This design comes from an exercise in tuning for small area, a short achievable clock period and few clock cycles on the open sky130 flow, not from production work. RTL that was checked went through simulation tests only; none was proved equivalent to the original. Function not checked in runs 2 to 5: the RTL went through the layout flow alone.

### constraint.sdc
create_clock -name core_clock -period 8.0 [get_ports {clk}]
set_input_delay 1.6000 -clock core_clock [delete_from_list [all_inputs] [get_ports {clk}]]
set_output_delay 1.6000 -clock core_clock [all_outputs]
set_load 0.01 [all_outputs]
### run.sh
#!/bin/bash
# synth_recipe.tcl (not shown) runs the flow's synth.tcl, then flattens the netlist and writes it again
# the make line also repeats each setting of config.mk as NAME=value (left out here)
make -C /OpenROAD-flow-scripts/flow DESIGN_CONFIG=/design/flow/config.mk WORK_HOME=/design/flow/orfs CLKGATE_MAP_FILE= SYNTH_SCRIPT=/design/flow/synth_recipe.tcl finish
### config.mk
export PLATFORM = sky130hd
export DESIGN_NAME = booth_mul
export DESIGN_NICKNAME = booth_mul
export VERILOG_FILES = /design/flow/design.v
export SDC_FILE = /design/flow/constraint.sdc
export NUM_CORES = 4
export LEC_CHECK = 0
export CAP_MARGIN = 20
export CORE_MARGIN = 2
export CORE_UTILIZATION = 40
export PLACE_DENSITY = 0.6
export SLEW_MARGIN = 20
### design.v
module booth (clk, rst, start, multiplicand, multiplier, product, total_add_ops, total_sub_ops, done);
    input clk;
    input rst;
    input start;
    input signed [31:0] multiplicand;
    input signed [31:0] multiplier;
    output reg signed [63:0] product;
    output reg [4:0] total_add_ops;
    output reg [4:0] total_sub_ops;
    output reg done;
    reg [4:0] i;
    reg prev_bit;
    reg busy;
    reg signed [31:0] mcand;
    reg signed [31:0] mplier;
    wire curr_bit = mplier[i];
    wire signed [31:0] early_checker = mplier >>> (i + 5'd1);
    always @(posedge clk) begin
        if (rst) begin
            product <= 0;
            done <= 0;
            busy <= 0;
            total_add_ops <= 0;
            total_sub_ops <= 0;
            prev_bit <= 0;
            i <= 0;
        end
        else if (start && !busy) begin
            mcand <= multiplicand;
            mplier <= multiplier;
            product <= 0;
            done <= 0;
            busy <= 1;
            total_add_ops <= 0;
            total_sub_ops <= 0;
            i <= 0;
            prev_bit <= 0;
        end
        else if (busy) begin
            if (curr_bit != prev_bit) begin
                if (curr_bit == 1) begin
                    product <= product - (mcand <<< i);
                    total_sub_ops <= total_sub_ops + 1;
                end
                else begin
                    product <= product + (mcand <<< i);
                    total_add_ops <= total_add_ops + 1;
                end
            end
            if ((curr_bit == 0 && early_checker == 0) ||
                (curr_bit == 1 && early_checker == -1) ||
                (i == 31)) begin
                done <= 1;
                busy <= 0;
            end
            prev_bit <= curr_bit;
            i <= i + 1;
        end
    end
endmodule
module booth_mul (clk, rst, start, multiplicand, multiplier, product, total_add_ops, total_sub_ops, done);
    input clk;
    input rst;
    input start;
    input [31:0] multiplicand;
    input [31:0] multiplier;
    output [63:0] product;
    output [4:0] total_add_ops;
    output [4:0] total_sub_ops;
    output done;
    booth B (clk, rst, start, multiplicand, multiplier, product, total_add_ops, total_sub_ops, done);
endmodule
==> results of run 1 <==
## worst max-delay path by stage
stage                                 endpoint  cells past startpoint           startpoint  slack (ns)
finish              B.product[63]$_SDFFE_PP0P_                     25  B.i[1]$_SDFFE_PP0P_        0.79
global route        B.product[63]$_SDFFE_PP0P_                     25  B.i[1]$_SDFFE_PP0P_        0.22
CTS                 B.product[62]$_SDFFE_PP0P_                     22  B.i[2]$_SDFFE_PP0P_        0.93
detailed placement  B.product[63]$_SDFFE_PP0P_                     25  B.i[1]$_SDFFE_PP0P_        0.95
global placement    B.product[62]$_SDFFE_PP0P_                     22  B.i[2]$_SDFFE_PP0P_        0.97
floorplan           B.product[61]$_SDFFE_PP0P_                     29  B.i[2]$_SDFFE_PP0P_        2.07
## final cells by class
cell class,instances,area share (%)
multi-input cells,1587,64.1
flip-flops and latches,146,19.7
repair buffers,162,8.66
well taps,518,3.58
clock buffers,17,2.35
clock inverters,15,0.981
inverters,31,0.642
## cells in the final DEF, fill, tap and decap left out, types with 10 or more instances in the layout
master / count
a211oi_1: 29
a21o_1: 51
a21oi_1: 182
a311oi_1: 11
a31oi_1: 29
and2_1: 18
and3_1: 30
buf_4: 21
clkbuf_16: 17
clkdlybuf4s50_1: 141
dfxtp_1: 77
edfxtp_1: 64
ha_1: 69
inv_1: 30
mux2_2: 37
mux2i_1: 69
mux4_2: 77
nand2_1: 276
nand2b_1: 20
nand3_1: 51
nand4_1: 22
nor2_1: 147
nor2b_1: 22
nor3_1: 22
nor4_1: 10
o211ai_1: 11
o21a_1: 15
o21ai_0: 91
o21bai_1: 16
xnor2_1: 64
xor2_1: 58
## sequential cells by signal, summed over array words and instances (netlist names)
register and flops:
B.busy 1, B.mplier 32, B.product 64, B.i 5, B.total_sub_ops 5, B.done 1
B.total_add_ops 5, B.prev_bit 1, B.mcand 32
## routing by layer
layer  vias up  track usage [%]  part of all wire, %  routed length [µm]
met1      7128             36.4                   48               24100
met3        63             4.79                  7.2                3620
li1       7177                -                    -                   -
met5         -                0                    0                   0
met2       634             35.2                   43               21500
met4         0             7.01                  2.0                1020
## cells by family (layout without fill, tap and decap cells)
logic type | after synthesis | count (layout) | synth area share, %
AO/OA/AOI/OAI | 538 | 538 | 21.8
buffers and inverters | 164 | 225 | 4.89
XOR/XNOR | 125 | 125 | 6.89
adder cells (fa/ha/maj) | 71 | 71 | 5.64
AND/OR/NAND/NOR | 657 | 657 | 19.1
flip-flops | 146 | 146 | 22.4
multiplexers | 196 | 196 | 19.3
==> results.ini, run 1 <==
[outcome]
status = finished clean

[detailed_routing]
dr.pass1.iters = 6
wl_per_cell_um = 20.3
drtIter0Drc = 1619
vias_per_cell = 6.06
wl_um = 50200
post-route-drc-count = 0
drtAntennaViolNets = 0
num_vias = 15002

[cells_and_area]
fin_util_pct = 46.6
diodes = 0
drive_gt1_share_pct = 10.9
layout.cells.non_filler = 2476
fillers = 3840
multi_input_area_mm2 = 0.0116
seq_area_mm2 = 0.00357
fin_nets = 2083
final_area_mm2 = 0.0181
syn_to_final_growth_pct = 14.1

[floorplan]
io_pins = 142
rows = 72
core_area_mm2 = 0.0389
initial_core_util_pct = 40.8
die_h_um = 203
die_area_mm2 = 0.0413
die_x_um = 203

[cts]
cts_tree = built
clk_pin_slew_worst_paths_ns = 0.07
h-tree-depth = 4
cts_resized = 0
clock_latency_ns = 0.49
hold_buffers = 0
cts_buffers = 17
root_buffer = clkbuf_16
cts_sinks = 146
postCtsSetupBuffers = 0
cts_buffer_depth = 2

[sta]
timing.fmax_mhz = 139
fin_skew_ns = 0.0151
final_max_slew_viol_count = 0
hold_viol = 0
tightest_slew_ns = 1.07
setup_viol = 0
setup_slack_ns = 0.795
period_needed_ns = 7.21
whs_ns = 0.473
tns_ns = 0
finalCritPeriodShare_pct = 90.1
max-slew-margin-rel_pct = 28.5
rsz0062_at_grt = no

[setup_path]
cp_max_fo = 74
cp_slowest_stage_delay_ns = 1.01
r2r_end = B.product[63]$_SDFFE_PP0P_
setup.worst_path.class = register to register
ff2ff_path_depth = 25
worstPathArrival_ns = 7.61
regToRegSetupSlack_ns = 0.79
regToRegStartpoint = B.i[1]$_SDFFE_PP0P_
cp_common_cell = a21o_1
path_buf_inv = 0
crit_family = compound AO/OA/AOI/OAI gates
startpoint_type = register
worst_setup_path_end_kind = register
cp_data_required_time_ns = 8.40
cp_slowest_cell = dfxtp_4

[grt]
grt_pass1_vias = 14189
grt_max_degree = 75
overflow = 0
grt.total_usage_pct = 24.3
grt_pass1_wl_um = 80000
grt_antenna_before_repair = 1

[place]
gp_congestion = 0.939
placed_cell_area_mm2 = 0.0175
pre_cts_ws_ns = 0.945
placed_cells = 2444
place_hpwl_um = 38300
io_buffers = 141

[worst_hold_path]
hold_start = B.done$_SDFFE_PP0P_
min_to = B.done$_SDFFE_PP0P_
hp-class = register to register
holdPathStages = 1

[synth]
ys_seq_elements = 146
synth_nets = 2035
synth_top_area_share_pct = 12.1
synth_cell_types = 95
synth_cells = 1897
synth_sequential_area_ratio_pct = 22.4
synth-async-reset-ratio_pct = 0
synth_most_common_cell = nand2_1
synth_area_mm2 = 0.0159
syn_area_per_cell_um2 = 8.37
yosysTopAreaCell = edfxtp_1
netlist_top_cells_count = nand2_1, a21oi_1, nor2_1
yosys_warnings = 1
ys.flop_type = dfxtp_1
synth_edf_count = 64
netlist_top_cells_area = edfxtp_1, mux4_2, dfxtp_1

[run]
maxCapViolCount = 0

Testbench counts, summed over its fixed seeds: cycles 45,967.
==> run 2, diff against run 1 <==
==> design.v (replaced) <==
module booth (clk, rst, start, multiplicand, multiplier, product, total_add_ops, total_sub_ops, done);
    input clk;
    input rst;
    input start;
    input [31:0] multiplicand;
    input [31:0] multiplier;
    output [63:0] product;
    output [4:0] total_add_ops;
    output [4:0] total_sub_ops;
    output reg done;
    reg [31:0] a_r;
    reg [31:0] b_r;
    reg        swap;       
    reg [7:0]  sel;        
    reg        busy;
    reg [63:0] p;
    reg [5:0]  t;          
    function [7:0] groups_needed;
        input [31:0] v;
        reg [30:0] d;
        integer j;
        begin
            d = v[31:1] ^ v[30:0];    
            groups_needed[0] = 1'b1;
            for (j = 1; j < 8; j = j + 1)
                groups_needed[j] = |(d & ~((31'd1 << (4*j-1)) - 31'd1));
        end
    endfunction
    wire [7:0] need_a = groups_needed(multiplicand);
    wire [7:0] need_b = groups_needed(multiplier);
    wire [7:0] need   = need_a & need_b;
    wire       swap_in = |(need_b & ~need_a);
    wire [7:0] top    = need & ~{1'b0, need[7:1]};
    wire [31:0] x = swap ? b_r : a_r;
    wire [31:0] y = swap ? a_r : b_r;
    wire [32:0] yx = {y, 1'b0};
    reg  [4:0]  win;
    integer k;
    always @(*) begin
        win = 5'd0;
        for (k = 0; k < 8; k = k + 1)
            win = win | ({5{sel[k]}} & yx[4*k +: 5]);
    end
    wire one_l = win[1] ^ win[0];
    wire two_l = (win[2] & ~win[1] & ~win[0]) | (~win[2] & win[1] & win[0]);
    wire neg_l = win[2];
    wire one_h = win[3] ^ win[2];
    wire two_h = (win[4] & ~win[3] & ~win[2]) | (~win[4] & win[3] & win[2]);
    wire neg_h = win[4];
    wire [32:0] xs = {x[31], x};
    wire [32:0] xd = {x, 1'b0};
    wire [32:0] l = (({33{one_l}} & xs) | ({33{two_l}} & xd)) ^ {33{neg_l}};
    wire [32:0] h = (({33{one_h}} & xs) | ({33{two_h}} & xd)) ^ {33{neg_h}};
    wire [35:0] v1 = {p[31:0], 1'b0, neg_h, 1'b0, neg_l};
    wire [35:0] v2 = {1'b1, ~l[32], l[32], l[32], l[31:0]};
    wire [35:0] v3 = {1'b0, ~h[32], h[31:0], 2'b00};
    wire [37:0] lo = {2'b00, v1} + {2'b00, v2} + {2'b00, v3};
    wire        inc = lo[37];
    wire        dec = ~lo[37] & ~lo[36];
    wire [27:0] hp = p[59:32];
    reg  [27:0] hi;
    reg         ones, zeros;
    integer m;
    always @(*) begin
        ones = 1'b1;
        zeros = 1'b1;
        for (m = 0; m < 28; m = m + 1) begin
            hi[m] = hp[m] ^ ((inc & ones) | (dec & zeros));
            ones = ones & hp[m];
            zeros = zeros & ~hp[m];
        end
    end
    wire [31:0] tr = b_r ^ {b_r[30:0], 1'b0};
    reg  [5:0]  tcount;
    integer q;
    always @(*) begin
        tcount = 6'd0;
        for (q = 0; q < 32; q = q + 1)
            tcount = tcount + {5'd0, tr[q]};
    end
    always @(posedge clk) begin
        if (start) begin
            a_r <= multiplicand;
            b_r <= multiplier;
            swap <= swap_in;
            sel <= top;
        end else if (busy) begin
            sel <= {1'b0, sel[7:1]};
        end
        if (start)
            p <= 64'd0;
        else if (busy)
            p <= {hi, lo[35:0]};
        if (busy)
            t <= tcount;
        if (rst) begin
            busy <= 1'b0;
            done <= 1'b0;
        end else if (start) begin
            busy <= 1'b1;
            done <= 1'b0;
        end else if (busy && sel[0]) begin
            busy <= 1'b0;
            done <= 1'b1;
        end
    end
    assign product = p;
    assign total_add_ops = t[5:1];
    assign total_sub_ops = t[5:1] + {4'd0, t[0]};
endmodule
module booth_mul (clk, rst, start, multiplicand, multiplier, product, total_add_ops, total_sub_ops, done);
    input clk;
    input rst;
    input start;
    input [31:0] multiplicand;
    input [31:0] multiplier;
    output [63:0] product;
    output [4:0] total_add_ops;
    output [4:0] total_sub_ops;
    output done;
    booth B (clk, rst, start, multiplicand, multiplier, product, total_add_ops, total_sub_ops, done);
endmodule
==> run 2 against run 1 <==
Effect of this change: still clean on timing, DRC and antenna; wire length up 0.66%; register-to-register slack worse by 0.62 ns; highest routed layer unchanged; global-route usage up 2.9 points; non-clock buffer count up 85; cell area down 2.7%; clock skew down 0.0023 ns; via count down 4.7%; setup slack worse by 0.62 ns; flip-flop and latch count down 1; sequential share of layout area up 1.2 points.
==> results.ini, run 2 <==
[synth]
synth_area_mm2 = 0.0143  ; was 0.0159 mm²
synth_sequential_area_ratio_pct = 25.9  ; was 22.4%
syn_area_per_cell_um2 = 8.52  ; was 8.37 µm²
synth_cell_types = 87  ; was 95
synth_top_area_share_pct = 16.6  ; was 12.1%
ys_seq_elements = 145  ; was 146
synth-async-reset-ratio_pct = 0  ; unchanged
netlist_top_cells_count = nor2_1, nand2_1, a21oi_1  ; was nand2_1, a21oi_1, nor2_1
netlist_top_cells_area = edfxtp_1, dfxtp_1, ha_1  ; was edfxtp_1, mux4_2, dfxtp_1
synth_cells = 1674  ; was 1,897
synth_edf_count = 79  ; was 64
yosys_warnings = 1  ; unchanged
ys.flop_type = edfxtp_1  ; was dfxtp_1
yosysTopAreaCell = edfxtp_1  ; unchanged
synth_most_common_cell = nor2_1  ; was nand2_1
synth_nets = 1844  ; was 2,035

[run]
maxCapViolCount = 0  ; unchanged

[cts]
cts_buffers = 17  ; unchanged
h-tree-depth = 4  ; unchanged
root_buffer = clkbuf_16  ; unchanged
cts_buffer_depth = 2  ; unchanged
cts_tree = built  ; unchanged
clock_latency_ns = 0.46  ; was 0.49 ns
cts_sinks = 145  ; was 146
clk_pin_slew_worst_paths_ns = 0.08  ; was 0.07 ns

[floorplan]
die_x_um = 193  ; was 203 µm
die_area_mm2 = 0.0372  ; was 0.0413 mm²
core_area_mm2 = 0.0353  ; was 0.0389 mm²
rows = 69  ; was 72
initial_core_util_pct = 40.4  ; was 40.8%
io_pins = 142  ; unchanged
die_h_um = 193  ; was 203 µm

[sta]
setup_slack_ns = 0.180  ; was 0.795 ns
setup_viol = 0  ; unchanged
tightest_slew_ns = 1.01  ; was 1.07 ns
max-slew-margin-rel_pct = 32.9  ; was 28.5%
period_needed_ns = 7.82  ; was 7.21 ns
finalCritPeriodShare_pct = 97.8  ; was 90.1%
timing.fmax_mhz = 128  ; was 139 MHz
tns_ns = 0  ; unchanged
fin_skew_ns = 0.0128  ; was 0.0151 ns
rsz0062_at_grt = yes  ; was no
hold_viol = 0  ; unchanged
final_max_slew_viol_count = 0  ; unchanged

[place]
io_buffers = 141  ; unchanged
pre_cts_ws_ns = -0.109  ; was 0.945 ns
placed_cell_area_mm2 = 0.0165  ; was 0.0175 mm²
gp_congestion = 0.947  ; was 0.939
place_hpwl_um = 38000  ; was 38,300 µm

[setup_path]
cp_common_cell = buf_6  ; was a21o_1
cp_slowest_cell = or4_4  ; was dfxtp_4
worstPathArrival_ns = 8.19  ; was 7.61 ns
cp_slowest_stage_delay_ns = 0.46  ; was 1.01 ns
startpoint_type = register  ; unchanged
cp_data_required_time_ns = 8.37  ; was 8.40 ns
worst_setup_path_end_kind = register  ; unchanged
setup.worst_path.class = register to register  ; unchanged
cp_max_fo = 8  ; was 74

[detailed_routing]
drtIter0Drc = 1382  ; was 1,619
wl_um = 50500  ; was 50,200 µm
dr.pass1.iters = 6  ; unchanged
drtAntennaViolNets = 0  ; unchanged
vias_per_cell = 6.20  ; was 6.06
num_vias = 14303  ; was 15,002
post-route-drc-count = 0  ; unchanged
wl_per_cell_um = 21.9  ; was 20.3 µm

[cells_and_area]
fin_nets = 2003  ; was 2,083
multi_input_area_mm2 = 0.0101  ; was 0.0116 mm²
fillers = 3380  ; was 3,840
layout_commonest_cell = clkdlybuf4s50_1  ; was nand2_1
seq_area_mm2 = 0.00369  ; was 0.00357 mm²
top_regs = B.p x64, B.a_r x32, B.b_r x32  ; was B.product x64, B.mcand x32, B.mplier x32
largest-register = B.p  ; was B.product
drive_gt1_share_pct = 14.0  ; was 10.9%
layout_common_cells = clkdlybuf4s50_1, nor2_1, nand2_1, a21oi_1  ; was nand2_1, a21oi_1, nor2_1, clkdlybuf4s50_1, o21ai_0
largest_reg_flops = 64  ; unchanged
syn_to_final_growth_pct = 23.5  ; was 14.1%
final_area_mm2 = 0.0176  ; was 0.0181 mm²

[grt]
grt.total_usage_pct = 27.2  ; was 24.3%
grt_max_degree = 71  ; was 75
overflow = 0  ; unchanged
grt_pass1_wl_um = 78500  ; was 80,000 µm
grt_antenna_before_repair = 1  ; unchanged
grt_pass1_vias = 13922  ; was 14,189

[worst_hold_path]
hp-class = register to register  ; unchanged

[outcome]
status = finished clean  ; unchanged

run 2: cell count changes after synthesis, moves of 32 or more:
cell | before | now
a21oi_1 | 182 | 109
mux4_2 | 77 | 0
a222oi_1 | 1 | 33
inv_1 | 30 | 63
nand2_1 | 276 | 115
run 2: worst paths after layout:
| kind | end | startpoint | depth (start not counted) | slack (ns) |
|---|---|---|---|---|
| setup / recovery | B.p[50]$_SDFFE_PP0P_ | B.swap$_DFFE_PP_ | 38 | 0.18 |
| setup reg to reg | B.p[50]$_SDFFE_PP0P_ | B.swap$_DFFE_PP_ | 38 | 0.18 |
| hold / removal | B.p[62]$_SDFFE_PP0P_ | B.p[62]$_SDFFE_PP0P_ | 2 | 0.48 |
| hold reg to reg | B.p[62]$_SDFFE_PP0P_ | B.p[62]$_SDFFE_PP0P_ | 2 | 0.48 |
run 2: area by class of cell:
| cell class | count | share of cell area (%) |
|---|---|---|
| multi-input combinational | 1358 | 57.5 |
| sequential | 145 | 21.0 |
| timing repair buffer | 247 | 13.5 |
| tap | 461 | 3.27 |
| clock buffer | 17 | 2.41 |
| inverter | 64 | 1.36 |
| clock inverter | 15 | 0.973 |
| antenna | 1 | 0.0142 |
run 2: per-layer routing:
layer / vias to the layer above / wire length [µm] / track usage, %
met1: 6982 / 21900 / 34.6
met4: 0 / 1370 / 8.37
li1: 6760 / - / -
met5: - / 0 / 0
met2: 484 / 24800 / 47.6
met3: 77 / 2500 / 3.62
run 2: repair_timing:
item                                    4_1_cts  5_1_grt
endpoints found under the setup margin       20       28
pin swaps                                     0       39
buffers inserted                              0       19
hold buffers                                  0        0
cloned                                        0        4
resized for setup                             6       79
run 2: stage by stage:
stage	utilization, %	instances	hold WS [ns]
after floorplan	-	1674	0.498
after global placement	46.6	2252	0.472
after detailed placement	46.6	2252	0.475
after CTS	48.4	2284	0.494
after global routing	49.9	2307	0.522
final	49.9	2308	0.484
run 2: critical path, delay by kind of cell, from the launching register on:
family	cells	cell delay [ns]
mux	1	0.30
compound gates	16	2.99
xor+xnor	2	0.20
flops	1	0.43
fa+ha+maj	2	0.67
buf+inv	8	1.20
simple gates	9	1.95
run 2: logic make-up after synthesis:
kind of cell | share of synthesized area [%]
compound gates | 26.9
simple gates | 16.4
buf+inv | 4.86
flops | 25.9
mux | 8.96
xor+xnor | 6.68
fa+ha+maj | 10.3
==> run 3, diff against run 2 <==
--- a/config.mk
+++ b/config.mk
@@ -7,2 +7,3 @@
 export LEC_CHECK = 0
+export ABC_CLOCK_PERIOD_IN_PS = 3000
 export CAP_MARGIN = 20
@@ -11,2 +12,3 @@
 export PLACE_DENSITY = 0.6
+export SETUP_SLACK_MARGIN = 5
 export SLEW_MARGIN = 20
==> run 3 against run 2 <==
Effect of this change: non-clock buffer count is 90 higher; global-route usage grew 1.1 points; sequential share of layout area fell by 1.8 points; flip-flop and latch count did not move; hold slack got worse by 0.017 ns; via count is 4.2% higher; utilization rose by 5.9 points; critical endpoint is now B.p[51]$_SDFFE_PP0P_; first-iteration DRC count fell by 0.43%; cell area is 12% higher.
==> results.ini, run 3 <==
[outcome]
status = finished clean  ; unchanged

[synth]
synth-async-reset-ratio_pct = 0  ; unchanged
synth_fa_ha_area_share_pct = 10.3  ; unchanged
synth_sequential_area_ratio_pct = 25.9  ; unchanged
ys.flop_type = edfxtp_1  ; unchanged
netlist_top_cells_count = nor2_1, nand2_1, a21oi_1  ; unchanged
synth_nets = 1844  ; unchanged
syn_area_per_cell_um2 = 8.52  ; unchanged
yosysTopAreaCell = edfxtp_1  ; unchanged
yosys.area_share.simple_pct = 16.4  ; unchanged
ys_seq_elements = 145  ; unchanged
synth_top_family_by_area = compound AO/OA/AOI/OAI gates  ; unchanged
synth_top_area_share_pct = 16.6  ; unchanged
synth_mux_area_share_pct = 8.96  ; unchanged
synth_compound_area_share_pct = 26.9  ; unchanged
synth_area_mm2 = 0.0143  ; unchanged
synth_cell_types = 87  ; unchanged
yosys_warnings = 1  ; unchanged
synth_xor_area_share_pct = 6.68  ; unchanged
synth_cells = 1674  ; unchanged
synth_most_common_cell = nor2_1  ; unchanged
netlist_top_cells_area = edfxtp_1, dfxtp_1, ha_1  ; unchanged
synth_edf_count = 79  ; unchanged

[detailed_routing]
vias_per_cell = 6.20  ; about the same
num_vias = 14904  ; was 14,303
drtIter0Drc = 1376  ; was 1,382
wl_um = 54200  ; was 50,500 µm
wl_per_cell_um = 22.6  ; was 21.9 µm
post-route-drc-count = 0  ; unchanged
drtAntennaViolNets = 0  ; unchanged
dr.pass1.iters = 6  ; unchanged

[cts]
cts_tree = built  ; unchanged
clk_pin_slew_worst_paths_ns = 0.08  ; about the same
root_buffer = clkbuf_16  ; unchanged
clock_latency_ns = 0.47  ; was 0.46 ns
cts_buffer_depth = 2  ; unchanged
cts_sinks = 145  ; unchanged
h-tree-depth = 4  ; unchanged
cts_buffers = 17  ; unchanged

[setup_path]
path_buf_inv = 7  ; was 8
cp_common_cell = a21o_1  ; was buf_6
cp_max_fo = 10  ; was 8
worstPathArrival_ns = 7.91  ; was 8.19 ns
regToRegSetupSlack_ns = 0.45  ; was 0.18 ns
startpoint_type = register  ; unchanged
crit_family = simple AND/OR/NAND/NOR gates  ; was compound AO/OA/AOI/OAI gates
cp_num_cells = 31  ; was 38
cp_data_required_time_ns = 8.36  ; was 8.37 ns
cp_slowest_stage_delay_ns = 0.54  ; was 0.46 ns
critPathLaunch = B.swap$_DFFE_PP_  ; unchanged
ff2ff_path_depth = 31  ; was 38
regToRegStartpoint = B.swap$_DFFE_PP_  ; unchanged
worst_setup_path_end_kind = register  ; unchanged
cp_slowest_cell = or4_4  ; unchanged
setup.worst_path.class = register to register  ; unchanged
r2r_end = B.p[51]$_SDFFE_PP0P_  ; was B.p[50]$_SDFFE_PP0P_

[sta]
finalCritPeriodShare_pct = 94.4  ; was 97.8%
setup_viol = 0  ; unchanged
fin_skew_ns = 0.0187  ; was 0.0128 ns
timing.fmax_mhz = 132  ; was 128 MHz
tns_ns = 0  ; unchanged
max-slew-margin-rel_pct = 33.8  ; was 32.9%
hold_viol = 0  ; unchanged
period_needed_ns = 7.55  ; was 7.82 ns
whs_ns = 0.467  ; was 0.484 ns
tightest_slew_ns = 0.992  ; was 1.01 ns
rsz0062_at_grt = yes  ; unchanged
final_max_slew_viol_count = 0  ; unchanged

[worst_hold_path]
hp-class = register to register  ; unchanged
min_to = B.p[62]$_SDFFE_PP0P_  ; unchanged
holdPathStages = 2  ; unchanged
hold_start = B.p[62]$_SDFFE_PP0P_  ; unchanged

[place]
placed_cell_area_mm2 = 0.0165  ; about the same
place_hpwl_um = 37700  ; was 38,000 µm
gp_congestion = 0.902  ; was 0.947
io_buffers = 141  ; unchanged

[floorplan]
rows = 69  ; unchanged
die_x_um = 193  ; unchanged
initial_core_util_pct = 40.4  ; unchanged
die_h_um = 193  ; unchanged
die_area_mm2 = 0.0372  ; unchanged
io_pins = 142  ; unchanged
core_area_mm2 = 0.0353  ; unchanged

[cells_and_area]
drive_gt1_share_pct = 28.7  ; was 14.0%
layout_commonest_cell = buf_4  ; was clkdlybuf4s50_1
final_area_mm2 = 0.0197  ; was 0.0176 mm²
largest-register = B.p  ; unchanged
fin_util_pct = 55.8  ; was 49.9%
fillers = 3188  ; was 3,380
syn_to_final_growth_pct = 38.1  ; was 23.5%
largest_reg_flops = 64  ; unchanged
layout_common_cells = buf_4, nor2_1, nand2_1  ; was clkdlybuf4s50_1, nor2_1, nand2_1, a21oi_1
fin_nets = 2097  ; was 2,003
top_regs = B.p x64, B.a_r x32, B.b_r x32  ; unchanged

[run]
maxCapViolCount = 0  ; unchanged

[grt]
grt_antenna_before_repair = 4  ; was 1
grt_max_degree = 85  ; was 71
grt.total_usage_pct = 28.3  ; was 27.2%
overflow = 0  ; unchanged
grt_pass1_vias = 14320  ; was 13,922
grt_pass1_wl_um = 81100  ; was 78,500 µm

==> run 3: changes by cell type in the layout (fill, tap and decap cells not counted), moves of 16 or more <==
cell,delta
clkdlybuf4s50_1,-96
dlymetal6s2s_1,+79
buf_4,+54
buf_6,+41
dfxtp_1,-39
o21ai_0,-32
dfxtp_2,+29
a21oi_1,-21
a21oi_2,+16
==> run 3: through the flow <==
stage / std cells / setup WS (ns)
finish: 2403 / 0.449
global route: 2402 / 0.172
CTS: 2351 / 0.627
detailed placement: 2220 / 0.0116
global placement: 2220 / 0.129
floorplan: 1674 / 0.660
==> run 3: tightest hold or removal path: cells and delay by family (launching register included) <==
family	cells	cell delay [ns]
compound gates	1	0.06
flops	1	0.33
simple gates	1	0.06
==> run 3: kinds of logic (layout without fill, tap and decap cells) <==
family / after synthesis / after routing
adder cells (fa/ha/maj): 103 / 103
multiplexers: 120 / 120
other: 0 / 2
buffers and inverters: 171 / 433
flip-flops: 145 / 145
AO/OA/AOI/OAI: 549 / 549
XOR/XNOR: 108 / 108
AND/OR/NAND/NOR: 478 / 482
==> run 3: cell type report <==
cell class | count | area [µm²] | area share, %
multi-input cells | 1362 | 11100 | 56.6
repair buffers | 337 | 3370 | 17.1
inverters | 64 | 244 | 1.24
clock inverters | 15 | 165 | 0.838
diodes | 2 | 5.00 | 0.0254
clock buffers | 17 | 425 | 2.16
flip-flops and latches | 145 | 3770 | 19.1
well taps | 461 | 577 | 2.93
==> run 3: per-layer routing <==
layer | routed length (µm) | up-vias | GRT usage [%]
li1 | - | 6947 | -
met1 | 22700 | 7256 | 35.2
met2 | 26300 | 575 | 49.2
met3 | 3260 | 124 | 4.60
met4 | 1950 | 2 | 10.4
met5 | 13 | - | 0
==> run 3: repair_timing <==
action                                  in CTS  in global routing
pin swaps                                   92                 80
resized for setup                          152                305
hold buffers                                 0                  0
buffers inserted                            89                 49
endpoints found under the setup margin     154                205
gates cloned                                10                  1
==> run 3: worst max-delay path by stage <==
stage                                 to  slack [ns]
floorplan           B.p[60]$_SDFFE_PP0P_        0.66
global placement    B.p[55]$_SDFFE_PP0P_        0.13
detailed placement  B.p[49]$_SDFFE_PP0P_        0.01
CTS                 B.p[51]$_SDFFE_PP0P_        0.63
global route        B.p[59]$_SDFFE_PP0P_        0.17
finish              B.p[51]$_SDFFE_PP0P_        0.45
==> run 4, diff against run 3 <==
--- a/design.v
+++ b/design.v
@@ -56,3 +56,5 @@
     wire [35:0] v3 = {1'b0, ~h[32], h[31:0], 2'b00};
-    wire [37:0] lo = {2'b00, v1} + {2'b00, v2} + {2'b00, v3};
+    wire [35:0] cs_s = v1 ^ v2 ^ v3;
+    wire [35:0] cs_c = (v1 & v2) | (v1 & v3) | (v2 & v3);
+    wire [37:0] lo = {2'b00, cs_s} + {1'b0, cs_c, 1'b0};
     wire        inc = lo[37];
==> run 4 against run 3 <==
Effect of this change: die area down 4.3%; cell area grew 4.7%; via count is 0.50% lower; global-route usage grew 0.36 points; still clean on timing, DRC and antenna; largest cell class unchanged.
==> results.ini, run 4 <==
[outcome]
status = finished clean  ; unchanged

[sta]
tns_ns = 0  ; unchanged
whs_ns = 0.490  ; was 0.467 ns
tightest_slew_ns = 0.913  ; was 0.992 ns
final_max_slew_viol_count = 0  ; unchanged
hold_viol = 0  ; unchanged
period_needed_ns = 5.82  ; was 7.55 ns
timing.fmax_mhz = 172  ; was 132 MHz
max-slew-margin-rel_pct = 37.9  ; was 33.8%
finalCritPeriodShare_pct = 72.8  ; was 94.4%
fin_skew_ns = 0.0176  ; was 0.0187 ns
setup_viol = 0  ; unchanged
rsz0062_at_grt = yes  ; unchanged

[cells_and_area]
largest_reg_flops = 64  ; unchanged
syn_to_final_growth_pct = 51.1  ; was 38.1%
final_area_mm2 = 0.0206  ; was 0.0197 mm²
diodes = 0  ; was 2
drive_gt1_share_pct = 36.6  ; was 28.7%
largest-register = B.p  ; unchanged
fin_util_pct = 61.5  ; was 55.8%
top_regs = B.p x64, B.a_r x32, B.b_r x32  ; unchanged
layout_commonest_cell = buf_4  ; unchanged
layout_common_cells = buf_4, inv_1, nand2_1, edfxtp_1, a21oi_1  ; was buf_4, nor2_1, nand2_1
fin_nets = 2081  ; was 2,097

[setup_path]
worst_setup_path_end_kind = register  ; unchanged
cp_data_required_time_ns = 8.33  ; was 8.36 ns
cp_slowest_cell = mux2i_1  ; was or4_4
crit_chain = buf_6, buf_8, buf_4, bufbuf_16, mux2i_1, nand3_1, a31oi_1, nor2_2, fa_1, inv_2, ha_4, a21o_1, a21oi_4, o21ai_2, a311o_1, buf_6, nand4_1, buf_6, a21oi_4, buf_6, and3_1, a31oi_1, xor2_1, o21ai_1
worstPathArrival_ns = 6.15  ; was 7.91 ns
setup.worst_path.class = register to register  ; unchanged
startpoint_type = register  ; unchanged
cp_max_fo = 37  ; was 10
cp_slowest_stage_delay_ns = 0.77  ; was 0.54 ns
cp_common_cell = buf_6  ; was a21o_1

[detailed_routing]
wl_um = 54700  ; was 54,200 µm
num_vias = 14829  ; was 14,904
drtIter0Drc = 1695  ; was 1,376
dr.pass1.iters = 6  ; unchanged
drtAntennaViolNets = 0  ; unchanged
post-route-drc-count = 0  ; unchanged
wl_per_cell_um = 23.1  ; was 22.6 µm
vias_per_cell = 6.25  ; was 6.20

[synth]
synth_edf_count = 79  ; unchanged
netlist_top_cells_area = edfxtp_1, dfxtp_1, fa_1  ; was edfxtp_1, dfxtp_1, ha_1
syn_area_per_cell_um2 = 8.38  ; was 8.52 µm²
ys_seq_elements = 145  ; unchanged
netlist_top_cells_count = nand2_1, inv_1, o21ai_0  ; was nor2_1, nand2_1, a21oi_1
yosysTopAreaCell = edfxtp_1  ; unchanged
synth_cell_types = 77  ; was 87
synth_cells = 1629  ; was 1,674
ys.flop_type = edfxtp_1  ; unchanged
synth_nets = 1799  ; was 1,844
synth-async-reset-ratio_pct = 0  ; unchanged
yosys_warnings = 1  ; unchanged
synth_top_area_share_pct = 17.4  ; was 16.6%
synth_area_mm2 = 0.0136  ; was 0.0143 mm²
synth_sequential_area_ratio_pct = 27.1  ; was 25.9%
synth_most_common_cell = nand2_1  ; was nor2_1

[floorplan]
io_pins = 142  ; unchanged
initial_core_util_pct = 40.7  ; was 40.4%
rows = 67  ; was 69
die_h_um = 189  ; was 193 µm
die_area_mm2 = 0.0356  ; was 0.0372 mm²
core_area_mm2 = 0.0335  ; was 0.0353 mm²
die_x_um = 189  ; was 193 µm

[grt]
grt_antenna_before_repair = 0  ; was 4
grt_pass1_wl_um = 79800  ; was 81,100 µm
grt_pass1_vias = 14174  ; was 14,320
grt_max_degree = 63  ; was 85
overflow = 0  ; unchanged
grt.total_usage_pct = 28.7  ; was 28.3%

[cts]
cts_sinks = 145  ; unchanged
cts_buffers = 17  ; unchanged
clock_latency_ns = 0.47  ; about the same
cts_buffer_depth = 2  ; unchanged
h-tree-depth = 4  ; unchanged
cts_tree = built  ; unchanged
clk_pin_slew_worst_paths_ns = 0.06  ; was 0.08 ns
root_buffer = clkbuf_16  ; unchanged

[worst_hold_path]
hp-class = register to register  ; unchanged

[place]
place_hpwl_um = 32300  ; was 37,700 µm
gp_congestion = 0.896  ; was 0.902
io_buffers = 141  ; unchanged
placed_cell_area_mm2 = 0.0157  ; was 0.0165 mm²

[run]
maxCapViolCount = 0  ; unchanged

## run 4: changes by cell type after synthesis, sizes merged, moves of 28 or more
cell    before  now
nand2      115  148
a222oi      33    1
inv         64  135
fa          25   55
a221oi      31    3
ha          78   48
nor2       143   78
a22oi       15   44
## run 4: worst max-delay path, delay by kind of cell, from the launching register on
| family | cells | cell delay, ns |
|---|---|---|
| simple gates | 4 | 0.65 |
| flops | 1 | 0.38 |
| fa+ha+maj | 2 | 0.79 |
| xor+xnor | 1 | 0.19 |
| buf+inv | 8 | 1.31 |
| mux | 1 | 0.77 |
| compound gates | 8 | 1.57 |
## run 4: cell type report
cell class	count	area [µm²]
multi-input cells	1248	11500
inverters	137	524
well taps	448	561
repair buffers	362	3740
flip-flops and latches	145	3760
fillers	2703	12900
clock buffers	17	425
clock inverters	15	92.6
## run 4: layer usage
layer  GRT usage [%]  up-vias  share of wire (%)
li1                -     6599                  -
met1            37.0     7185                 40
met2            46.6      850                 47
met3            6.02      195                8.9
met4            12.2        0                4.1
met5               0        -                  0
## run 4: worst paths after layout
path                        startpoint                   end  slack (ns)  cells after the start
setup / recovery      B.swap$_DFFE_PP_  B.p[53]$_SDFFE_PP0P_        2.18                     24
hold / removal    B.p[62]$_SDFFE_PP0P_  B.p[62]$_SDFFE_PP0P_        0.49                      2
setup reg to reg      B.swap$_DFFE_PP_  B.p[53]$_SDFFE_PP0P_        2.18                     24
hold reg to reg   B.p[62]$_SDFFE_PP0P_  B.p[62]$_SDFFE_PP0P_        0.49                      2
## run 4: per-stage QoR
stage | instances | worst slack [ns]
3_5_place_dp | 2128 | 0.955
6_report | 2372 | 2.18
4_1_cts | 2302 | 2.44
2_1_floorplan | 1629 | 2.64
3_3_place_gp | 2128 | 1.17
5_1_grt | 2372 | 2.05
## run 4: kinds of logic (layout without fill, tap and decap cells)
kind of cell,count (synthesis),after routing,synth area share [%]
AO/OA/AOI/OAI,477,479,22.4
AND/OR/NAND/NOR,457,466,16.4
buffers and inverters,247,531,7.38
flip-flops,145,145,27.1
adder cells (fa/ha/maj),125,125,14.1
multiplexers,93,93,7.16
XOR/XNOR,85,85,5.46
## run 4: what timing repair did
action / 4_1_cts / 5_1_grt
setup buffers: 120 / 63
hold buffers: 0 / 0
gates cloned: 22 / 6
setup endpoints to repair: 135 / 105
pin swaps: 118 / 148
resized for setup: 494 / 265
==> run 5, diff against run 4 <==
--- a/design.v
+++ b/design.v
@@ -10,4 +10,4 @@
     output reg done;
-    reg [31:0] a_r;
-    reg [31:0] b_r;
+    reg [31:0] x_r;        
+    reg [31:0] y_r;        
     reg        swap;       
@@ -17,2 +17,3 @@
     reg [5:0]  t;          
+    reg        one_l, two_l, neg_l, one_h, two_h, neg_h;
     function [7:0] groups_needed;
@@ -28,25 +29,24 @@
     endfunction
-    wire [7:0] need_a = groups_needed(multiplicand);
-    wire [7:0] need_b = groups_needed(multiplier);
-    wire [7:0] need   = need_a & need_b;
+    function [4:0] window;
+        input [31:0] v;
+        input [7:0] s;
+        reg [32:0] vx;
+        integer j;
+        begin
+            vx = {v, 1'b0};
+            window = 5'd0;
+            for (j = 0; j < 8; j = j + 1)
+                window = window | ({5{s[j]}} & vx[4*j +: 5]);
+        end
+    endfunction
+    wire [7:0] need_a  = groups_needed(multiplicand);
+    wire [7:0] need_b  = groups_needed(multiplier);
+    wire [7:0] need    = need_a & need_b;
     wire       swap_in = |(need_b & ~need_a);
-    wire [7:0] top    = need & ~{1'b0, need[7:1]};
-    wire [31:0] x = swap ? b_r : a_r;
-    wire [31:0] y = swap ? a_r : b_r;
-    wire [32:0] yx = {y, 1'b0};
-    reg  [4:0]  win;
-    integer k;
-    always @(*) begin
-        win = 5'd0;
-        for (k = 0; k < 8; k = k + 1)
-            win = win | ({5{sel[k]}} & yx[4*k +: 5]);
-    end
-    wire one_l = win[1] ^ win[0];
-    wire two_l = (win[2] & ~win[1] & ~win[0]) | (~win[2] & win[1] & win[0]);
-    wire neg_l = win[2];
-    wire one_h = win[3] ^ win[2];
-    wire two_h = (win[4] & ~win[3] & ~win[2]) | (~win[4] & win[3] & win[2]);
-    wire neg_h = win[4];
-    wire [32:0] xs = {x[31], x};
-    wire [32:0] xd = {x, 1'b0};
+    wire [7:0] top     = need & ~{1'b0, need[7:1]};
+    wire [31:0] y_in   = swap_in ? multiplicand : multiplier;
+    wire [7:0] sel_nx  = {1'b0, sel[7:1]};
+    wire [4:0] win     = start ? window(y_in, top) : window(y_r, sel_nx);
+    wire [32:0] xs = {x_r[31], x_r};
+    wire [32:0] xd = {x_r, 1'b0};
     wire [32:0] l = (({33{one_l}} & xs) | ({33{two_l}} & xd)) ^ {33{neg_l}};
@@ -74,3 +74,4 @@
     end
-    wire [31:0] tr = b_r ^ {b_r[30:0], 1'b0};
+    wire [31:0] b_v = swap ? x_r : y_r;
+    wire [31:0] tr = b_v ^ {b_v[30:0], 1'b0};
     reg  [5:0]  tcount;
@@ -84,4 +85,4 @@
         if (start) begin
-            a_r <= multiplicand;
-            b_r <= multiplier;
+            x_r <= swap_in ? multiplier : multiplicand;
+            y_r <= y_in;
             swap <= swap_in;
@@ -89,3 +90,11 @@
         end else if (busy) begin
-            sel <= {1'b0, sel[7:1]};
+            sel <= sel_nx;
+        end
+        if (start || busy) begin
+            one_l <= win[1] ^ win[0];
+            two_l <= (win[2] & ~win[1] & ~win[0]) | (~win[2] & win[1] & win[0]);
+            neg_l <= win[2];
+            one_h <= win[3] ^ win[2];
+            two_h <= (win[4] & ~win[3] & ~win[2]) | (~win[4] & win[3] & win[2]);
+            neg_h <= win[4];
         end
==> run 5 against run 4 <==
Effect of this change: still clean on timing, DRC and antenna; global-route usage is 3.4 points lower; sequential share of layout area is 2.3 points higher; final cell count is 12% lower; cell area is 6.7% lower; synthesized cell count is 15% lower; via count is 20% lower; area after synthesis is 3.4% lower; die area is 3.4% lower; largest cell class unchanged.
==> results.ini, run 5 <==
[grt]
overflow = 0  ; unchanged
grt_pass1_wl_um = 66700  ; was 79,800 µm
grt.total_usage_pct = 25.3  ; was 28.7%
grt_pass1_vias = 11540  ; was 14,174
grt_antenna_before_repair = 0  ; unchanged
grt_max_degree = 72  ; was 63

[cts]
clk_pin_slew_worst_paths_ns = 0.07  ; was 0.06 ns
cts_buffers = 17  ; unchanged
cts_tree = built  ; unchanged
h-tree-depth = 4  ; unchanged
hold_buffers = 0  ; unchanged
cts_buffer_depth = 2  ; unchanged
root_buffer = clkbuf_16  ; unchanged
cts_sinks = 151  ; was 145
clock_latency_ns = 0.44  ; was 0.47 ns

[cells_and_area]
largest-register = B.p  ; unchanged
layout_commonest_cell = xnor2_1  ; was buf_4
top_regs = B.p x64, B.x_r x32, B.y_r x32  ; was B.p x64, B.a_r x32, B.b_r x32
diodes = 0  ; unchanged
syn_to_final_growth_pct = 46.0  ; was 51.1%
fin_util_pct = 59.3  ; was 61.5%
layout.cells.non_filler = 2081  ; was 2,372
fillers = 2638  ; was 2,703
drive_gt1_share_pct = 40.0  ; was 36.6%
layout_common_cells = xnor2_1, buf_4, edfxtp_1, nand2_1, buf_6  ; was buf_4, inv_1, nand2_1, edfxtp_1, a21oi_1
largest_reg_flops = 64  ; unchanged
fin_nets = 1796  ; was 2,081
final_area_mm2 = 0.0192  ; was 0.0206 mm²

[place]
place_hpwl_um = 29500  ; was 32,300 µm
gp_congestion = 0.870  ; was 0.896
placed_cells = 1879  ; was 2,128
placed_cell_area_mm2 = 0.0159  ; was 0.0157 mm²
io_buffers = 141  ; unchanged

[synth]
synth_fa_ha_area_share_pct = 12.9  ; was 14.1%
yosys_warnings = 1  ; unchanged
synth_most_common_cell = xnor2_1  ; was nand2_1
synth_top_family_by_area = compound AO/OA/AOI/OAI gates  ; unchanged
netlist_top_cells_count = xnor2_1, nand2_1, edfxtp_1  ; was nand2_1, inv_1, o21ai_0
synth-async-reset-ratio_pct = 0  ; unchanged
synth_sequential_area_ratio_pct = 29.4  ; was 27.1%
synth_xor_area_share_pct = 11.8  ; was 5.46%
synth_top_area_share_pct = 19.4  ; was 17.4%
ys.flop_type = edfxtp_1  ; unchanged
synth_compound_area_share_pct = 17.8  ; was 22.4%
netlist_top_cells_area = edfxtp_1, dfxtp_1, fa_1  ; unchanged
yosys.area_share.simple_pct = 13.4  ; was 16.4%
yosysTopAreaCell = edfxtp_1  ; unchanged
synth_edf_count = 85  ; was 79
ys_seq_elements = 151  ; was 145
synth_cell_types = 84  ; was 77
syn_area_per_cell_um2 = 9.57  ; was 8.38 µm²
synth_mux_area_share_pct = 10.3  ; was 7.16%
synth_area_mm2 = 0.0132  ; was 0.0136 mm²
synth_cells = 1377  ; was 1,629
synth_nets = 1547  ; was 1,799

[detailed_routing]
dr.pass1.iters = 6  ; unchanged
drtAntennaViolNets = 0  ; unchanged
wl_per_cell_um = 21.1  ; was 23.1 µm
post-route-drc-count = 0  ; unchanged
num_vias = 11884  ; was 14,829
wl_um = 44000  ; was 54,700 µm
drtIter0Drc = 960  ; was 1,695
vias_per_cell = 5.71  ; was 6.25

[setup_path]
cp_slowest_cell = edfxtp_1  ; was mux2i_1
cp_max_fo = 5  ; was 37
setup.worst_path.class = register to register  ; unchanged
worstPathArrival_ns = 5.65  ; was 6.15 ns
startpoint_type = register  ; unchanged
crit_chain = buf_6, mux2i_4, ha_4, fa_1, fa_1, fa_1, fa_1, fa_1, fa_1, inv_2, fa_2, fa_2, a21o_1, a21oi_2, xnor2_1  ; was buf_6, buf_8, buf_4, bufbuf_16, mux2i_1, nand3_1, a31oi_1, nor2_2, fa_1, inv_2, ha_4, a21o_1, a21oi_4, o21ai_2, a311o_1, buf_6, nand4_1, buf_6, a21oi_4, buf_6, and3_1, a31oi_1, xor2_1, o21ai_1
worst_setup_path_end_kind = register  ; unchanged
cp_data_required_time_ns = 8.19  ; was 8.33 ns
cp_slowest_stage_delay_ns = 0.53  ; was 0.77 ns
cp_common_cell = fa_1  ; was buf_6

[run]
maxCapViolCount = 0  ; unchanged

[sta]
whs_ns = 0.453  ; was 0.490 ns
tns_ns = 0  ; unchanged
final_max_slew_viol_count = 0  ; unchanged
timing.fmax_mhz = 183  ; was 172 MHz
period_needed_ns = 5.47  ; was 5.82 ns
finalCritPeriodShare_pct = 68.3  ; was 72.8%
rsz0062_at_grt = yes  ; unchanged
setup_viol = 0  ; unchanged
hold_viol = 0  ; unchanged
max-slew-margin-rel_pct = 34.7  ; was 37.9%
fin_skew_ns = 0.00848  ; was 0.0176 ns
tightest_slew_ns = 0.979  ; was 0.913 ns

[floorplan]
die_h_um = 185  ; was 189 µm
core_area_mm2 = 0.0325  ; was 0.0335 mm²
die_x_um = 185  ; was 189 µm
die_area_mm2 = 0.0344  ; was 0.0356 mm²
rows = 66  ; was 67
io_pins = 142  ; unchanged
initial_core_util_pct = 40.6  ; was 40.7%

[worst_hold_path]
hp-class = register to register  ; unchanged

[outcome]
status = finished clean  ; unchanged

[run 5: cell types whose count changed in the layout (fill, tap and decap cells not counted), moves of 25 or more]
| cell | delta |
|---|---|
| xnor2_1 | +63 |
| buf_4 | -52 |
| inv_1 | -75 |
| nand2_1 | -43 |
| o21ai_0 | -46 |
| o22ai_1 | -45 |
| mux2_4 | +62 |
| nor3_1 | -25 |
| xor2_1 | +28 |
| nand3_1 | -40 |
[run 5: timing repair]
action / in CTS / in global routing
gates cloned: 17 / 1
buffers inserted: 107 / 45
endpoints found under the hold margin: 0 / 0
pin swaps: 93 / 92
setup endpoints to repair: 213 / 163
resized for setup: 472 / 156
[run 5: per-layer routing]
metal / vias up / global-route usage (%) / wire length [µm] / part of all wire, %
met2: 414 / 41.7 / 20700 / 47
li1: 5536 / - / - / -
met4: 0 / 9.11 / 1440 / 3.3
met5: - / 0 / 0 / 0
met3: 96 / 2.95 / 2080 / 4.7
met1: 5838 / 34.2 / 19700 / 45
[run 5: logic make-up (layout without fill, tap and decap cells)]
logic type | after synthesis | after routing
AOI/OAI and AO/OA | 341 | 341
and+or+nand+nor | 341 | 341
xor gates and xnor gates | 176 | 176
DFF | 151 | 151
buffers and inverters | 143 | 405
muxes | 122 | 122
adders and majority gates | 103 | 103
[run 5: area by class of cell]
cell class / count / area, µm² / share of cell area, %
flip-flops and latches: 151 / 3960 / 20.6
inverters: 49 / 184 / 0.956
repair buffers: 324 / 3350 / 17.4
well taps: 442 / 553 / 2.87
multi-input cells: 1083 / 10600 / 55.3
clock buffers: 18 / 429 / 2.23
clock inverters: 14 / 116 / 0.605
[run 5: final timing paths]
path,start,end,slack [ns],cells after the start
min reg2reg,B.p[60]$_SDFFE_PP0P_,B.p[60]$_SDFFE_PP0P_,0.45,2
max,B.swap$_DFFE_PP_,B.t[4]$_DFFE_PP_,2.53,15
min,B.p[60]$_SDFFE_PP0P_,B.p[60]$_SDFFE_PP0P_,0.45,2
max reg2reg,B.swap$_DFFE_PP_,B.t[4]$_DFFE_PP_,2.53,15
[run 5: per-stage QoR]
step	setup slack (ns)
3_3_place_gp	2.24
5_1_grt	2.38
3_5_place_dp	2.15
6_report	2.53
4_1_cts	2.59
2_1_floorplan	2.78
[run 5: critical path, delay by kind of cell, from the launching register on]
kind / cells / cell delay [ns]
buffers and inverters: 2 / 0.20
muxes: 1 / 0.27
AOI/OAI and AO/OA: 2 / 0.33
DFF: 1 / 0.53
adders and majority gates: 9 / 3.81
xor gates and xnor gates: 1 / 0.07

[port drivers added, routing unchanged]
How much do the figures lean on ideal ports? The routed layouts below were timed once more, with nothing changed but the port constraints. Step 1 sets driving cells, clkbuf_16 on the clock port and buf_2 on the other inputs (assumed; they add their load-dependent delay and slew). Step 2 adds t to the input delays and takes it off the output delays; t is the mean of the earliest and latest rising clock arrival at the registers after step 1. Input paths then give back, and output paths get back, about the clock's delay inside the block. Three values: ideal, step 1, step 2; two values: the first two.
| run | shift t [ns] | setup slack, ns | worst register clock-pin slew, ns |
|---|---|---|---|
| run 1 | 0.530 | 0.795 / 0.795 / 0.795 | 0.08 / 0.08 |
| run 2 | 0.506 | 0.180 / 0.180 / 0.180 | 0.08 / 0.08 |
| run 3 | 0.514 | 0.449 / 0.449 / 0.449 | 0.08 / 0.08 |
| run 4 | 0.516 | 2.179 / 2.179 / 2.179 | 0.07 / 0.07 |
| run 5 | 0.482 | 2.534 / 2.534 / 2.534 | 0.07 / 0.07 |
After both steps setup and hold are still met in every run listed.
